What follows belongs to an exercise in optimizing a design on an open flow for small area and a short achievable clock period; a production flow would make more cautious choices.
The RTL was checked by simulation tests, not by an equivalence proof against the original design.
The clock port is modelled as an ideal driver; clocking choices that lean on that would not hold on a real chip.
No activity file was given, so power comes from the tool's default toggle rates.

$ cat design/flow/design.v
module top_level (
    input          clk,
    input          resetn,
    input          start,
    input  [31:0]  frame_size,
    input  [15:0]  packet_size,
    input  [7:0]   pp_group,
    output [127:0] out1_tdata,
    output         out1_tvalid,
    output         out1_tlast,
    output [127:0] out2_tdata,
    output         out2_tvalid,
    output         out2_tlast
);
reg        gen_on;
reg [15:0] g;
wire [16:0] g_cy;
assign g_cy[0] = 1'b1;
genvar i;
generate for (i = 0; i < 16; i = i + 1) begin : g_gen
    assign g_cy[i+1] = g_cy[i] & g[i];
end endgenerate
always @(posedge clk) begin
    gen_on <= resetn & (gen_on | start);
    g      <= {16{gen_on}} & (g ^ g_cy[15:0]);
end
reg        path;
reg [15:0] ci;
reg [7:0]  co;
reg [15:0] cps;
reg        cps_t0;
reg        ovf;
wire ci_end = (ci == 16'd1);
wire co_end = (co == 8'd1);
wire swap   = ci_end & co_end & ~ovf;
wire [16:0] ci_bw;
wire [8:0]  co_bw;
assign ci_bw[0]  = 1'b1;
assign co_bw[0]  = 1'b1;
generate for (i = 0; i < 16; i = i + 1) begin : g_sw
    assign ci_bw[i+1]  = ci_bw[i] & ~ci[i];
end endgenerate
generate for (i = 0; i < 8; i = i + 1) begin : g_co
    assign co_bw[i+1] = co_bw[i] & ~co[i];
end endgenerate
always @(posedge clk) begin
    if (!resetn) begin
        path <= 1'b0;
        ci   <= packet_size;
        co   <= pp_group;
        cps  <= 16'd1;
        cps_t0 <= 1'b1;
        ovf  <= (pp_group == 8'd0);
    end else begin
        ci <= ci_end ? packet_size : ci ^ ci_bw[15:0];
        if (ci_end)
            co <= co_end ? pp_group : co ^ co_bw[7:0];
        cps <= swap ? 16'd1 : {cps[14:0], cps[15] ^ cps[14] ^ cps[12] ^ cps[3]};
        cps_t0 <= swap;
        if (cps == 16'd1 && !cps_t0 && !swap)
            ovf <= 1'b1;
        if (swap)
            path <= ~path;
    end
end
wire en1 = gen_on &  path;
wire en2 = gen_on & ~path;
reg          v1, v2;
reg  [127:0] c1, c2;
reg          pprev;
reg  [15:0]  hold;
wire [128:0] c1_cy, c2_cy;
assign c1_cy[0] = en1;
assign c2_cy[0] = en2;
generate for (i = 0; i < 128; i = i + 1) begin : g_cnt
    assign c1_cy[i+1] = c1_cy[i] & c1[i];
    assign c2_cy[i+1] = c2_cy[i] & c2[i];
end endgenerate
always @(posedge clk) begin
    pprev <= path;
    if (path ^ pprev)
        hold <= g;
    if (!resetn) begin
        v1 <= 1'b0;
        v2 <= 1'b0;
        c1 <= 128'd0;
        c2 <= 128'd0;
    end else begin
        v1 <= v1 | en1;
        v2 <= v2 | en2;
        c1 <= c1 ^ c1_cy[127:0];
        c2 <= c2 ^ c2_cy[127:0];
    end
end
reg        st_d, st_m1, st_m2, st_fc;
reg        sel_g, sel_h;
reg [15:0] p_r;
reg [31:0] rem;
wire [31:0] p_x = {16'd0, p_r};
wire [32:0] bw;
wire [31:0] diff = rem ^ p_x ^ bw[31:0];
wire        last_d = bw[32];
wire        st_d_next = ~resetn | (st_d & ~last_d) | st_fc;
assign bw[0] = 1'b0;
generate for (i = 0; i < 32; i = i + 1) begin : g_rem
    assign bw[i+1] = (~rem[i] & (p_x[i] | bw[i])) | (p_x[i] & bw[i]);
end endgenerate
always @(posedge clk) begin
    p_r <= packet_size;
    sel_g <= st_d_next &  path;
    sel_h <= st_d_next & ~path;
    rem <= (!resetn || !st_d) ? frame_size : diff;
    if (!resetn) begin
        st_d  <= 1'b1;
        st_m1 <= 1'b0;
        st_m2 <= 1'b0;
        st_fc <= 1'b0;
    end else begin
        st_d  <= st_d_next;
        st_m1 <= st_d & last_d;
        st_m2 <= st_m1;
        st_fc <= st_m2;
    end
end
localparam [15:0] META_WORD = 16'd1638;
wire [15:0] x1 = ({16{sel_g}} & g) | ({16{sel_h}} & hold);
wire [15:0] x2 = ({16{sel_h}} & g) | ({16{sel_g}} & hold);
wire [15:0] m  = {16{st_m1 | st_m2}} & META_WORD;
assign out1_tdata  = ({128{st_fc}} & c1) | {{7{x1}}, x1 | m};
assign out2_tdata  = ({128{st_fc}} & c2) | {{7{x2}}, x2 | m};
assign out1_tvalid = ~st_d | v1;
assign out2_tvalid = ~st_d | v2;
assign out1_tlast  = st_fc;
assign out2_tlast  = st_fc;
endmodule
$ cat design/flow/flow/run.sh
#!/bin/bash
# The standard layout (standard.sh) with three changes to how it is made:
# - the port buffers are buf_1 cells instead of the delay cells that
#   buffer_ports picks by default;
# - before the resizer runs, the buffers synthesis left on signal nets are
#   removed (rm_bufs.tcl), and every signal net with more than 24 loads is
#   split into groups of nearby loads, each driven by its own buf_4
#   (fanout_tree.tcl), instead of the resizer's buffer chains;
# - the resizer may not use delay cells as buffers (hook.tcl).
# The clock period and constraints are the standard flow's. ORFS's output is in
# standard.log; its per-step logs are under orfs/logs/.
export FLOW_FLOW_DIR=$PWD/flow
export BUFFER_PORTS_ARGS="-buffer_cell sky130_fd_sc_hd__buf_1"
export PRE_IO_PLACEMENT_TCL=$PWD/flow/io_groups.tcl
export PRE_RESIZE_TCL=$PWD/flow/pre_resize.tcl
export PRE_CTS_TCL=$PWD/flow/hook.tcl
export PRE_GLOBAL_ROUTE_TCL=$PWD/flow/hook.tcl
bash standard.sh > standard.log 2>&1
$ cat design/flow/flow/fanout_tree.tcl
# Split every high-fanout signal net into groups of nearby loads, each
# driven by its own buffer placed at the group's centre.
proc my_fanout_tree { max_fo buf_cell } {
  set block [ord::get_db_block]
  set dbu [$block getDbUnitsPerMicron]
  set todo {}
  foreach net [$block getNets] {
    if { [$net getSigType] != "SIGNAL" } { continue }
    set loads {}
    set clocked 0
    foreach it [$net getITerms] {
      if { [$it isInputSignal] } {
        lappend loads $it
      }
      if { [[$it getMTerm] getSigType] == "CLOCK" } { set clocked 1 }
    }
    if { $clocked || [llength $loads] <= $max_fo } { continue }
    lappend todo [list [$net getName] $loads]
    # the driver now drives the buffers spread over the die: make it strong
    foreach it [$net getITerms] {
      if { ![$it isOutputSignal] } { continue }
      set inst [$it getInst]
      if { [regexp {^(sky130_fd_sc_hd__[a-z0-9]+)_[0-9]+$} [[$inst getMaster] getName] -> base] } {
        set cell [get_lib_cells -quiet ${base}_4]
        if { $cell != "" } { replace_cell [get_cells [$inst getName]] $cell }
      }
    }
  }
  foreach item $todo {
    lassign $item name loads
    set n [llength $loads]
    set ngroups [expr {int(ceil(double($n) / $max_fo))}]
    set ncols [expr {int(ceil(sqrt($ngroups)))}]
    set pts {}
    foreach it $loads {
      set bb [[$it getInst] getBBox]
      lappend pts [list [expr {([$bb xMin] + [$bb xMax]) / 2}] [expr {([$bb yMin] + [$bb yMax]) / 2}] $it]
    }
    set pts [lsort -integer -index 0 $pts]
    set per_col [expr {int(ceil(double($n) / $ncols))}]
    set groups {}
    for {set c 0} {$c < $n} {incr c $per_col} {
      set col [lsort -integer -index 1 [lrange $pts $c [expr {$c + $per_col - 1}]]]
      set m [llength $col]
      set ng [expr {int(ceil(double($m) / $max_fo))}]
      set per [expr {int(ceil(double($m) / $ng))}]
      for {set g 0} {$g < $m} {incr g $per} {
        lappend groups [lrange $col $g [expr {$g + $per - 1}]]
      }
    }
    puts "fanout tree: net $name, $n loads, [llength $groups] buffers"
    foreach grp $groups {
      set sx 0; set sy 0; set pins {}
      foreach p $grp {
        lassign $p x y it
        set sx [expr {$sx + $x}]; set sy [expr {$sy + $y}]
        lappend pins [get_pins [[$it getInst] getName]/[[$it getMTerm] getName]]
      }
      set k [llength $grp]
      insert_buffer -buffer_cell $buf_cell -net [get_nets $name] -load_pins $pins \
        -location [list [expr {double($sx) / $k / $dbu}] [expr {double($sy) / $k / $dbu}]]
    }
  }
}
$ cat design/flow/flow/hook.tcl
set_dont_use [get_lib_cells {sky130_fd_sc_hd__clkdlybuf4s* sky130_fd_sc_hd__dlygate4sd* sky130_fd_sc_hd__dlymetal6s*}]
$ cat design/flow/flow/io_groups.tcl
# Keep the eight output pins that repeat the same data-part bit of a path
# next to each other, so that the net which feeds them stays short.
set_io_pin_constraint -group -order -pin_names {out1_tdata[0] out1_tdata[16] out1_tdata[32] out1_tdata[48] out1_tdata[64] out1_tdata[80] out1_tdata[96] out1_tdata[112]}
set_io_pin_constraint -group -order -pin_names {out1_tdata[1] out1_tdata[17] out1_tdata[33] out1_tdata[49] out1_tdata[65] out1_tdata[81] out1_tdata[97] out1_tdata[113]}
set_io_pin_constraint -group -order -pin_names {out1_tdata[2] out1_tdata[18] out1_tdata[34] out1_tdata[50] out1_tdata[66] out1_tdata[82] out1_tdata[98] out1_tdata[114]}
set_io_pin_constraint -group -order -pin_names {out1_tdata[3] out1_tdata[19] out1_tdata[35] out1_tdata[51] out1_tdata[67] out1_tdata[83] out1_tdata[99] out1_tdata[115]}
set_io_pin_constraint -group -order -pin_names {out1_tdata[4] out1_tdata[20] out1_tdata[36] out1_tdata[52] out1_tdata[68] out1_tdata[84] out1_tdata[100] out1_tdata[116]}
set_io_pin_constraint -group -order -pin_names {out1_tdata[5] out1_tdata[21] out1_tdata[37] out1_tdata[53] out1_tdata[69] out1_tdata[85] out1_tdata[101] out1_tdata[117]}
set_io_pin_constraint -group -order -pin_names {out1_tdata[6] out1_tdata[22] out1_tdata[38] out1_tdata[54] out1_tdata[70] out1_tdata[86] out1_tdata[102] out1_tdata[118]}
set_io_pin_constraint -group -order -pin_names {out1_tdata[7] out1_tdata[23] out1_tdata[39] out1_tdata[55] out1_tdata[71] out1_tdata[87] out1_tdata[103] out1_tdata[119]}
set_io_pin_constraint -group -order -pin_names {out1_tdata[8] out1_tdata[24] out1_tdata[40] out1_tdata[56] out1_tdata[72] out1_tdata[88] out1_tdata[104] out1_tdata[120]}
set_io_pin_constraint -group -order -pin_names {out1_tdata[9] out1_tdata[25] out1_tdata[41] out1_tdata[57] out1_tdata[73] out1_tdata[89] out1_tdata[105] out1_tdata[121]}
set_io_pin_constraint -group -order -pin_names {out1_tdata[10] out1_tdata[26] out1_tdata[42] out1_tdata[58] out1_tdata[74] out1_tdata[90] out1_tdata[106] out1_tdata[122]}
set_io_pin_constraint -group -order -pin_names {out1_tdata[11] out1_tdata[27] out1_tdata[43] out1_tdata[59] out1_tdata[75] out1_tdata[91] out1_tdata[107] out1_tdata[123]}
set_io_pin_constraint -group -order -pin_names {out1_tdata[12] out1_tdata[28] out1_tdata[44] out1_tdata[60] out1_tdata[76] out1_tdata[92] out1_tdata[108] out1_tdata[124]}
set_io_pin_constraint -group -order -pin_names {out1_tdata[13] out1_tdata[29] out1_tdata[45] out1_tdata[61] out1_tdata[77] out1_tdata[93] out1_tdata[109] out1_tdata[125]}
set_io_pin_constraint -group -order -pin_names {out1_tdata[14] out1_tdata[30] out1_tdata[46] out1_tdata[62] out1_tdata[78] out1_tdata[94] out1_tdata[110] out1_tdata[126]}
set_io_pin_constraint -group -order -pin_names {out1_tdata[15] out1_tdata[31] out1_tdata[47] out1_tdata[63] out1_tdata[79] out1_tdata[95] out1_tdata[111] out1_tdata[127]}
set_io_pin_constraint -group -order -pin_names {out2_tdata[0] out2_tdata[16] out2_tdata[32] out2_tdata[48] out2_tdata[64] out2_tdata[80] out2_tdata[96] out2_tdata[112]}
set_io_pin_constraint -group -order -pin_names {out2_tdata[1] out2_tdata[17] out2_tdata[33] out2_tdata[49] out2_tdata[65] out2_tdata[81] out2_tdata[97] out2_tdata[113]}
set_io_pin_constraint -group -order -pin_names {out2_tdata[2] out2_tdata[18] out2_tdata[34] out2_tdata[50] out2_tdata[66] out2_tdata[82] out2_tdata[98] out2_tdata[114]}
set_io_pin_constraint -group -order -pin_names {out2_tdata[3] out2_tdata[19] out2_tdata[35] out2_tdata[51] out2_tdata[67] out2_tdata[83] out2_tdata[99] out2_tdata[115]}
set_io_pin_constraint -group -order -pin_names {out2_tdata[4] out2_tdata[20] out2_tdata[36] out2_tdata[52] out2_tdata[68] out2_tdata[84] out2_tdata[100] out2_tdata[116]}
set_io_pin_constraint -group -order -pin_names {out2_tdata[5] out2_tdata[21] out2_tdata[37] out2_tdata[53] out2_tdata[69] out2_tdata[85] out2_tdata[101] out2_tdata[117]}
set_io_pin_constraint -group -order -pin_names {out2_tdata[6] out2_tdata[22] out2_tdata[38] out2_tdata[54] out2_tdata[70] out2_tdata[86] out2_tdata[102] out2_tdata[118]}
set_io_pin_constraint -group -order -pin_names {out2_tdata[7] out2_tdata[23] out2_tdata[39] out2_tdata[55] out2_tdata[71] out2_tdata[87] out2_tdata[103] out2_tdata[119]}
set_io_pin_constraint -group -order -pin_names {out2_tdata[8] out2_tdata[24] out2_tdata[40] out2_tdata[56] out2_tdata[72] out2_tdata[88] out2_tdata[104] out2_tdata[120]}
set_io_pin_constraint -group -order -pin_names {out2_tdata[9] out2_tdata[25] out2_tdata[41] out2_tdata[57] out2_tdata[73] out2_tdata[89] out2_tdata[105] out2_tdata[121]}
set_io_pin_constraint -group -order -pin_names {out2_tdata[10] out2_tdata[26] out2_tdata[42] out2_tdata[58] out2_tdata[74] out2_tdata[90] out2_tdata[106] out2_tdata[122]}
set_io_pin_constraint -group -order -pin_names {out2_tdata[11] out2_tdata[27] out2_tdata[43] out2_tdata[59] out2_tdata[75] out2_tdata[91] out2_tdata[107] out2_tdata[123]}
set_io_pin_constraint -group -order -pin_names {out2_tdata[12] out2_tdata[28] out2_tdata[44] out2_tdata[60] out2_tdata[76] out2_tdata[92] out2_tdata[108] out2_tdata[124]}
set_io_pin_constraint -group -order -pin_names {out2_tdata[13] out2_tdata[29] out2_tdata[45] out2_tdata[61] out2_tdata[77] out2_tdata[93] out2_tdata[109] out2_tdata[125]}
set_io_pin_constraint -group -order -pin_names {out2_tdata[14] out2_tdata[30] out2_tdata[46] out2_tdata[62] out2_tdata[78] out2_tdata[94] out2_tdata[110] out2_tdata[126]}
set_io_pin_constraint -group -order -pin_names {out2_tdata[15] out2_tdata[31] out2_tdata[47] out2_tdata[63] out2_tdata[79] out2_tdata[95] out2_tdata[111] out2_tdata[127]}
$ cat design/flow/flow/pre_resize.tcl
source $::env(FLOW_FLOW_DIR)/hook.tcl
source $::env(FLOW_FLOW_DIR)/rm_bufs.tcl
source $::env(FLOW_FLOW_DIR)/fanout_tree.tcl
source $::env(FLOW_FLOW_DIR)/upsize.tcl
my_remove_inner_buffers
my_fanout_tree 32 sky130_fd_sc_hd__buf_4
my_upsize_drivers 9 16
$ cat design/flow/flow/rm_bufs.tcl
# Remove the buffers synthesis and placement left on signal nets (not the
# port buffers, not the clock), so that fanout_tree.tcl sees each net whole.
proc my_remove_inner_buffers {} {
  set block [ord::get_db_block]
  set bufs {}
  foreach inst [$block getInsts] {
    set master [[$inst getMaster] getName]
    if { ![regexp {^sky130_fd_sc_hd__(clk)?buf_[0-9]+$} $master] } { continue }
    set port_side 0
    foreach it [$inst getITerms] {
      set net [$it getNet]
      if { $net == "NULL" } { continue }
      if { [$net getSigType] != "SIGNAL" } { continue }
      if { [llength [$net getBTerms]] > 0 } { set port_side 1 }
    }
    if { !$port_side } { lappend bufs [$inst getName] }
  }
  puts "removing [llength $bufs] inner buffers"
  if { [llength $bufs] > 0 } { remove_buffers {*}$bufs }
}
$ cat design/flow/flow/upsize.tcl
# Give the logic cells that drive many loads a stronger drive variant of
# the same function (these nets are short of slack only against the I/O
# delays, which the resizer does not chase).
proc my_upsize_drivers { fo2 fo4 } {
  set block [ord::get_db_block]
  set n 0
  foreach inst [$block getInsts] {
    set master [[$inst getMaster] getName]
    if { ![regexp {^(sky130_fd_sc_hd__[a-z0-9]+)_([0-9]+)$} $master -> base size] } { continue }
    if { [regexp {dl|buf|inv|conb|tap|fill|decap|ha$|fa$} $base] } { continue }
    set fo 0
    foreach it [$inst getITerms] {
      if { ![$it isOutputSignal] } { continue }
      set net [$it getNet]
      if { $net == "NULL" } { continue }
      foreach l [$net getITerms] { if { [$l isInputSignal] } { incr fo } }
    }
    set want 0
    if { $fo >= $fo4 } { set want 4 } elseif { $fo >= $fo2 } { set want 2 }
    if { $want <= $size } { continue }
    set cell [get_lib_cells -quiet ${base}_$want]
    if { $cell == "" } { continue }
    replace_cell [get_cells [$inst getName]] $cell
    incr n
  }
  puts "upsized $n drivers"
}
$ cat design/flow/standard.sh
#!/bin/bash
# synth_recipe.tcl (not shown) runs the flow's synth.tcl, then flattens the netlist and writes it again
# the make line also repeats each setting of config.mk as NAME=value (left out here)
make -C /OpenROAD-flow-scripts/flow DESIGN_CONFIG=/design/flow/config.mk WORK_HOME=/design/flow/orfs CLKGATE_MAP_FILE= SYNTH_SCRIPT=/design/flow/synth_recipe.tcl "${@:-finish}"
$ cat design/flow/config.mk
export PLATFORM = sky130hd
export DESIGN_NAME = top_level
export DESIGN_NICKNAME = top_level
export VERILOG_FILES = /design/flow/design.v
export SDC_FILE = /design/flow/constraint.sdc
export NUM_CORES = 4
export LEC_CHECK = 0
export CAP_MARGIN = 20
export CORE_MARGIN = 2
export CORE_UTILIZATION = 60
export CTS_BUF_LIST = sky130_fd_sc_hd__clkbuf_16
export CTS_CLUSTER_DIAMETER = 100
export CTS_CLUSTER_SIZE = 25
export GPL_TIMING_DRIVEN = 0
export SLEW_MARGIN = 20
$ cat design/flow/constraint.sdc
create_clock -name core_clock -period 150.0 [get_ports {clk}]
set_input_delay 30.0000 -clock core_clock [delete_from_list [all_inputs] [get_ports {clk}]]
set_output_delay 30.0000 -clock core_clock [all_outputs]
set_load 0.01 [all_outputs]
==> impl_metrics.env, run 1 <==
export IMPL_syn_area_um2=17600
export IMPL_setup_viol=0
export IMPL_whs_ps=462
export IMPL_fp_dieH_um=175
export IMPL_route_detailed_drc=0
export IMPL_drv_slew=0
export IMPL_fillers=2475
export IMPL_dieArea_um2=30600
export IMPL_cp_end_kind="output port"
export IMPL_required_ps=120000
export IMPL_syn_inst=1847
export IMPL_grt_max_degree=33
export IMPL_ys_seq_area_share_pct=45.8
export IMPL_fin_setup_tns_ps=0
export IMPL_synth_nets=2229
export IMPL_final_cell_mix="544 x nand2_1, 360 x dfxtp_1, 317 x buf_1"
export IMPL_drt_iter0_markers=819
export IMPL_mostFrequentLayoutCell="nand2_1"
export IMPL_routabilityCongestion=1.01
export IMPL_hpwl_um=33600
export IMPL_final_setup_worst_slack_ps=117650
export IMPL_fin_skew_ps=16.4
export IMPL_start_util_pct=61.0
export IMPL_hold_class="reg2reg"
export IMPL_cts_tree="done"
export IMPL_cts_resized=0
export IMPL_routed_wl_um=42400
export IMPL_ant_nets=0
export IMPL_synth_top_area_share_pct=41.5
export IMPL_fp_row_count=62
export IMPL_final_core_util_pct=68.3
export IMPL_hold_buffers=0
export IMPL_worstPathMaxFanout=32
export IMPL_grt_pass1_vias=12000
export IMPL_fin_nets=2512
export IMPL_min_period_over_period_pct=21.6
export IMPL_ys_warn_count=1
export IMPL_arrival_ps=2350
export IMPL_setup_worst_path_class="reg2out"
export IMPL_hold_viol=0
export IMPL_wl_per_cell_um=16.9
export IMPL_leakage_nw=10.9
export IMPL_antenna_found_initial=0
export IMPL_p_total_mw=0.175
export IMPL_max_cap_viol_count=0
export IMPL_ys_types=38
export IMPL_cts_buffers=19
export IMPL_die_x_um=175
export IMPL_tightest_slew_ps=1120
export IMPL_clock_sinks=389
export IMPL_status="no timing/DRC/antenna violations"
export IMPL_ys_ff_latch=389
export IMPL_fmaxAchievable_mhz=30.9
export IMPL_coreArea_um2=28800
export IMPL_powerDensity_nw_per_um2=8.91
export IMPL_grt_pass1_wl_um=64500
export IMPL_io_pin_count=319
export IMPL_vias=13000
export IMPL_area_delta_synth_final_pct=12.0
export IMPL_place_ws_ps=117690
export IMPL_viasPerCell=5.14
export IMPL_relSlewSlack_pct=25.4
export IMPL_diodes=0
export IMPL_layout_drive_gt1_share_pct=2.58
export IMPL_io_buffer_count=318
export IMPL_dr_pass1_iters=5
export IMPL_track_usage_pct=27.1
export IMPL_final_period_minus_worst_setup_slack_ps=32350
export IMPL_overflow=0
export IMPL_synth_area_leaders="dfxtp_1 42%, ha_1 22%, nand2_1 12%, and2_1 10%, edfxtp_1 4.3%"
export IMPL_post_cts_setup_buffer_count=0
export IMPL_syn_area_per_cell_um2=9.50
export IMPL_vdd_ir_drop_max_mv=0.00933
export IMPL_rsz0062_at_grt="no"
export IMPL_worstSetupStartpointType="flop"
export IMPL_clkTransAtPathRegs_ps=100
export IMPL_synth_top_area_cell="dfxtp_1"
export IMPL_worstSkewPairLatency_ps=520
==> per-layer routing <==
metal	vias up	track usage, %	wire, um
met5	-	0	0
met4	0	7.81	1260
met3	62	3.81	2180
met2	333	44.9	19600
met1	6046	37.2	19400
li1	6509	-	-
==> critical path, cell delays in order (launching register included) <==
cell	delay [ps]
dfxtp_4	460
a22oi_1	850
nand2_1	300
buf_1	210
==> synth_stat cells (all sizes together) <==
library cell / count
and2: 289
or3: 1
nand2b: 2
a22oi: 32
nor3: 2
nand2: 545
nor2b: 3
edfxtp: 25
nor3b: 1
inv: 61
nand4b: 1
o21ai: 43
or4b: 1
clkinv: 1
or4: 2
nand3: 12
clkbuf: 72
xor2: 3
ha: 308
a41oi: 1
a21oi: 17
nand4: 1
o21a: 1
a211o: 1
nor4b: 2
nor2: 24
xnor2: 5
buf: 6
dfxtp: 364
fa: 15
and4: 1
nor4: 5
==> logic make-up (layout without fill, tap and decap cells) <==
group,Yosys count,after routing,synth area share (%)
XOR/XNOR,8,8,0.399
AND/OR/NAND/NOR,892,892,23.8
AO/OA/AOI/OAI,95,95,3.31
buffers and inverters,140,427,3.09
flip-flops,389,389,45.8
adder cells (fa/ha/maj),323,323,23.7
==> final timing paths <==
path	cells after the start	slack, ps	to	start
setup / recovery	3	117650	out2_tdata[31]	sel_h
hold reg to reg	2	460	cps[15]	cps[14]
setup reg to reg	129	124730	c1[126]	path
hold / removal	2	460	cps[15]	cps[14]
==> per-stage QoR <==
step,std cells,instance area (um2)
after floorplan,1847,17600
after global placement,2549,19200
after detailed placement,2493,19200
after CTS,2518,19700
after global routing,2518,19700
final,2518,19700
==> power breakdown <==
| part | switching, mW | internal (mW) |
|---|---|---|
| sequential | 0.00120 | 0.107 |
| clock | 0.0323 | 0.0232 |
| combinational | 0.00662 | 0.00458 |
==> area by class of cell, without the clock buffers <==
type | count | area (um2) | area share (%)
multi-input cells | 1318 | 9030 | 45.9
flip-flops and latches | 389 | 8050 | 40.9
repair buffers | 340 | 1360 | 6.93
well taps | 384 | 480 | 2.44
inverters | 62 | 233 | 1.18
clock inverters | 6 | 35.0 | 0.178
==> state kept, by name (all words and copies together), names as in the netlist, 8 cells and up <==
name  count
cps      16
rem      32
g        16
hold     16
co        8
c1      128
ci       16
p_r      16
c2      128
==> inputs of run 2 (changes only) <==
==> design/flow/flow/run.sh (replaced) <==
#!/bin/bash
# The standard layout (standard.sh, unchanged synthesis) with these
# changes to how the layout is made; the clock period and constraints are
# the standard flow's:
# - the port buffers are buf_1 cells instead of the delay cells that
#   buffer_ports picks by default (every port still gets its own buffer);
# - the pins that carry the same data-part bit of a path are kept together
#   (io_groups.tcl);
# - before the resizer runs (pre_resize.tcl): the buffers synthesis left on
#   signal nets are removed (rm_bufs.tcl); every signal net with more than
#   32 loads is split into groups of nearby loads, each driven by its own
#   buf_4 (fanout_tree.tcl); logic cells and flip-flops that drive 5 or more
#   loads get a stronger drive variant of the same cell (upsize.tcl);
# - the resizer may not use delay cells as buffers (hook.tcl).
# ORFS's output is in standard.log; its per-step logs are under orfs/logs/.
export FLOW_FLOW_DIR=$PWD/flow
export BUFFER_PORTS_ARGS="-buffer_cell sky130_fd_sc_hd__buf_1"
export PRE_IO_PLACEMENT_TCL=$PWD/flow/io_groups.tcl
export PRE_RESIZE_TCL=$PWD/flow/pre_resize.tcl
export PRE_CTS_TCL=$PWD/flow/hook.tcl
export PRE_GLOBAL_ROUTE_TCL=$PWD/flow/hook.tcl
bash standard.sh > standard.log 2>&1
--- a/design/flow/flow/pre_resize.tcl
+++ b/design/flow/flow/pre_resize.tcl
@@ -5,3 +5,3 @@
 my_remove_inner_buffers
 my_fanout_tree 32 sky130_fd_sc_hd__buf_4
-my_upsize_drivers 9 16
+my_upsize_drivers 5 12
==> impl_metrics.env, run 2 <==
export IMPL_overflow=0
export IMPL_rsz0062_at_grt="no"
export IMPL_layout_drive_gt1_share_pct=4.26
export IMPL_ys_seq_area_share_pct=45.8
export IMPL_largestRegisters="c1: 128 flops, c2: 128 flops, rem: 32 flops"
export IMPL_syn_inst=1847
export IMPL_synth_ff_type="dfxtp_1"
export IMPL_final_cell_mix="544 x nand2_1, 357 x dfxtp_1, 317 x buf_1"
export IMPL_routabilityCongestion=1.01
export IMPL_synth_area_leaders="dfxtp_1 42%, ha_1 22%, nand2_1 12%, and2_1 10%, edfxtp_1 4.3%"
export IMPL_route_detailed_drc=0
export IMPL_final_period_minus_worst_setup_slack_ps=32050
export IMPL_hpwl_um=33800
export IMPL_dr_pass1_iters=5
export IMPL_grt_pass1_wl_um=65500
export IMPL_synth_top_area_cell="dfxtp_1"
export IMPL_synth_async_reset_ratio_pct=0
export IMPL_cp_end_kind="output port"
export IMPL_drv_slew=0
export IMPL_p_comb_share_pct=6.3
export IMPL_worstSetupStartpointType="flop"
export IMPL_cp_slowest_cell="a22oi_2"
export IMPL_hp_start="path"
export IMPL_ys_ff_latch=389
export IMPL_timing_rr_end="c1[127]"
export IMPL_final_core_util_pct=69.0
export IMPL_drt_iter0_markers=783
export IMPL_ys_warn_count=1
export IMPL_slowest_delay_ps=550
export IMPL_cts_tree="done"
export IMPL_ff2ff_setup_slack_ps=124700
export IMPL_post_cts_setup_buffer_count=0
export IMPL_dp_cells=2493
export IMPL_fin_skew_ps=23.9
export IMPL_viasPerCell=5.16
export IMPL_fmaxAchievable_mhz=31.2
export IMPL_tightest_slew_ps=589
export IMPL_setup_viol=0
export IMPL_synth_nets=2229
export IMPL_hold_path_end="pprev"
export IMPL_io_pin_count=319
export IMPL_worstSkewPairLatency_ps=530
export IMPL_p_int_mw=0.135
export IMPL_antenna_found_initial=1
export IMPL_relSlewSlack_pct=60.7
export IMPL_dieArea_um2=30600
export IMPL_p_clk_share_pct=31.9
export IMPL_ant_nets=0
export IMPL_p_total_mw=0.176
export IMPL_powerDensity_nw_per_um2=8.86
export IMPL_max_cap_viol_count=0
export IMPL_start_util_pct=61.0
export IMPL_wl_per_cell_um=16.9
export IMPL_whs_ps=458
export IMPL_routed_wl_um=42600
export IMPL_p_seq_share_pct=61.7
export IMPL_hold_viol=0
export IMPL_fin_setup_tns_ps=0
export IMPL_grt_max_degree=33
export IMPL_hold_depth=0
export IMPL_cts_buffers=19
export IMPL_syn_area_um2=17600
export IMPL_worstPathMaxFanout=32
export IMPL_reg2regPathDepth=130
export IMPL_synth_edf_count=25
export IMPL_diodes=0
export IMPL_die_x_um=175
export IMPL_vdd_ir_drop_max_mv=0.00974
export IMPL_fp_dieH_um=175
export IMPL_synthMostInstantiatedCell="nand2_1"
export IMPL_swShare_pct=23.0
export IMPL_mostFrequentLayoutCell="nand2_1"
export IMPL_cp_cell_sequence="a22oi_2 > nand2_1 > buf_1"
export IMPL_ys_types=38
export IMPL_min_period_over_period_pct=21.4
export IMPL_clock_sinks=389
export IMPL_synthTopCellsByCount="545 x nand2_1, 364 x dfxtp_1, 308 x ha_1"
export IMPL_grt_pass1_vias=12200
export IMPL_syn_area_per_cell_um2=9.50
export IMPL_status="no timing/DRC/antenna violations"
export IMPL_finalNonFillerCells=2521
export IMPL_hold_buffers=0
export IMPL_timing_rr_start="gen_on"
export IMPL_fin_nets=2512
export IMPL_cts_resized=0
export IMPL_switchingPower_mw=0.0405
export IMPL_dpl_instance_area_um2=19300
export IMPL_area_delta_synth_final_pct=13.1
export IMPL_clkTransAtPathRegs_ps=90
export IMPL_required_ps=120000
export IMPL_leakage_nw=10.9
export IMPL_fp_row_count=62
export IMPL_place_ws_ps=117670
export IMPL_track_usage_pct=27.5
export IMPL_design_area_um2=19900
export IMPL_arrival_ps=2050
export IMPL_hold_class="reg2reg"
export IMPL_setup_worst_path_class="reg2out"
export IMPL_fillers=2433
export IMPL_synth_top_area_share_pct=41.5
export IMPL_final_setup_worst_slack_ps=117950
export IMPL_io_buffer_count=318
export IMPL_vias=13000
export IMPL_coreArea_um2=28800
[run 2: cell types whose count changed in the layout (fill, tap and decap cells not counted)]
cell | before | now
nor2_4 | 0 | 1
nor2_2 | 1 | 0
inv_8 | 0 | 1
a22oi_1 | 32 | 0
dfxtp_2 | 0 | 3
inv_1 | 66 | 68
a22oi_2 | 0 | 32
clkinv_8 | 1 | 0
dfxtp_1 | 360 | 357
inv_6 | 0 | 1
[run 2: layout make-up, without the clock buffers]
class / instances / area, um2 / share of cell area (%)
Sequential cell: 389 / 8060 / 40.6
Inverter: 62 / 233 / 1.17
Multi-Input combinational cell: 1318 / 9200 / 46.3
Clock inverter: 9 / 46.3 / 0.233
Timing Repair Buffer: 340 / 1360 / 6.86
Tap cell: 384 / 480 / 2.42
[run 2: critical path: cells and delay by family, from the launching register on]
family / cells / cell delay [ps]
AO/OA/AOI/OAI: 1 / 550
buffers and inverters: 1 / 190
AND/OR/NAND/NOR: 1 / 260
flip-flops: 1 / 520
[run 2: worst max path at each step]
| stage | slack [ps] | startpoint | to |
|---|---|---|---|
| floorplan | 118720 | st_fc | out2_tdata[49] |
| global placement | 117660 | st_fc | out1_tdata[52] |
| detailed placement | 117670 | resetn | co[0] |
| CTS | 117940 | sel_h | out2_tdata[126] |
| global route | 117890 | sel_h | out2_tdata[31] |
| finish | 117950 | sel_h | out2_tdata[31] |
[run 2: logic make-up after synthesis]
logic type | count (synthesis) | synth area share, %
adders and majority gates | 323 | 23.7
DFF | 389 | 45.8
AOI/OAI and AO/OA | 95 | 3.31
and+or+nand+nor | 892 | 23.8
buffers and inverters | 140 | 3.09
xor gates and xnor gates | 8 | 0.399
[run 2: power by group through the flow]
stage | clock network (mW) | logic (mW) | registers (mW)
after floorplan | 0 | 0.00751 | 0.111
after CTS | 0.0577 | 0.0114 | 0.109
final | 0.0561 | 0.0112 | 0.109
after detailed placement | 0 | 0.0112 | 0.111
after global routing | 0.0616 | 0.0134 | 0.109
after global placement | 0 | 0.0110 | 0.111
[run 2: per-layer routing]
layer | share of wire, % | up-vias | global-route usage (%)
met5 | 0.031 | - | 0
met4 | 2.9 | 2 | 7.29
met3 | 4.9 | 65 | 3.33
met2 | 47 | 314 | 45.8
met1 | 45 | 6112 | 37.9
li1 | - | 6515 | -

-- separate check: timing with driven ports --
In the flow no input, the clock included, has a driving cell. The finished layouts below were timed again as built, in two steps.
Step 1: set_driving_cell puts a clkbuf_16 on clk and a buf_2 on each other input, an assumption about the parent block.
Step 2 times the ports against the registers' clock, not the clock port: input delays grow and output delays shrink by t, the midpoint of the rising clock arrivals with the driver on.
Three values: ideal ports, drivers, drivers and shift; two values: the first two.
run	shift t [ns]	setup WS [ns]	cell pins on the clock port's net
run 1	0.567	117.651 / 117.598 / 117.747	1
run 2	0.572	117.947 / 117.898 / 117.761	1
After both steps setup and hold are still met in every run listed. The setup slack of run 2, which loses most, moves by -0.049 ns with the drivers and by -0.186 ns with both steps.
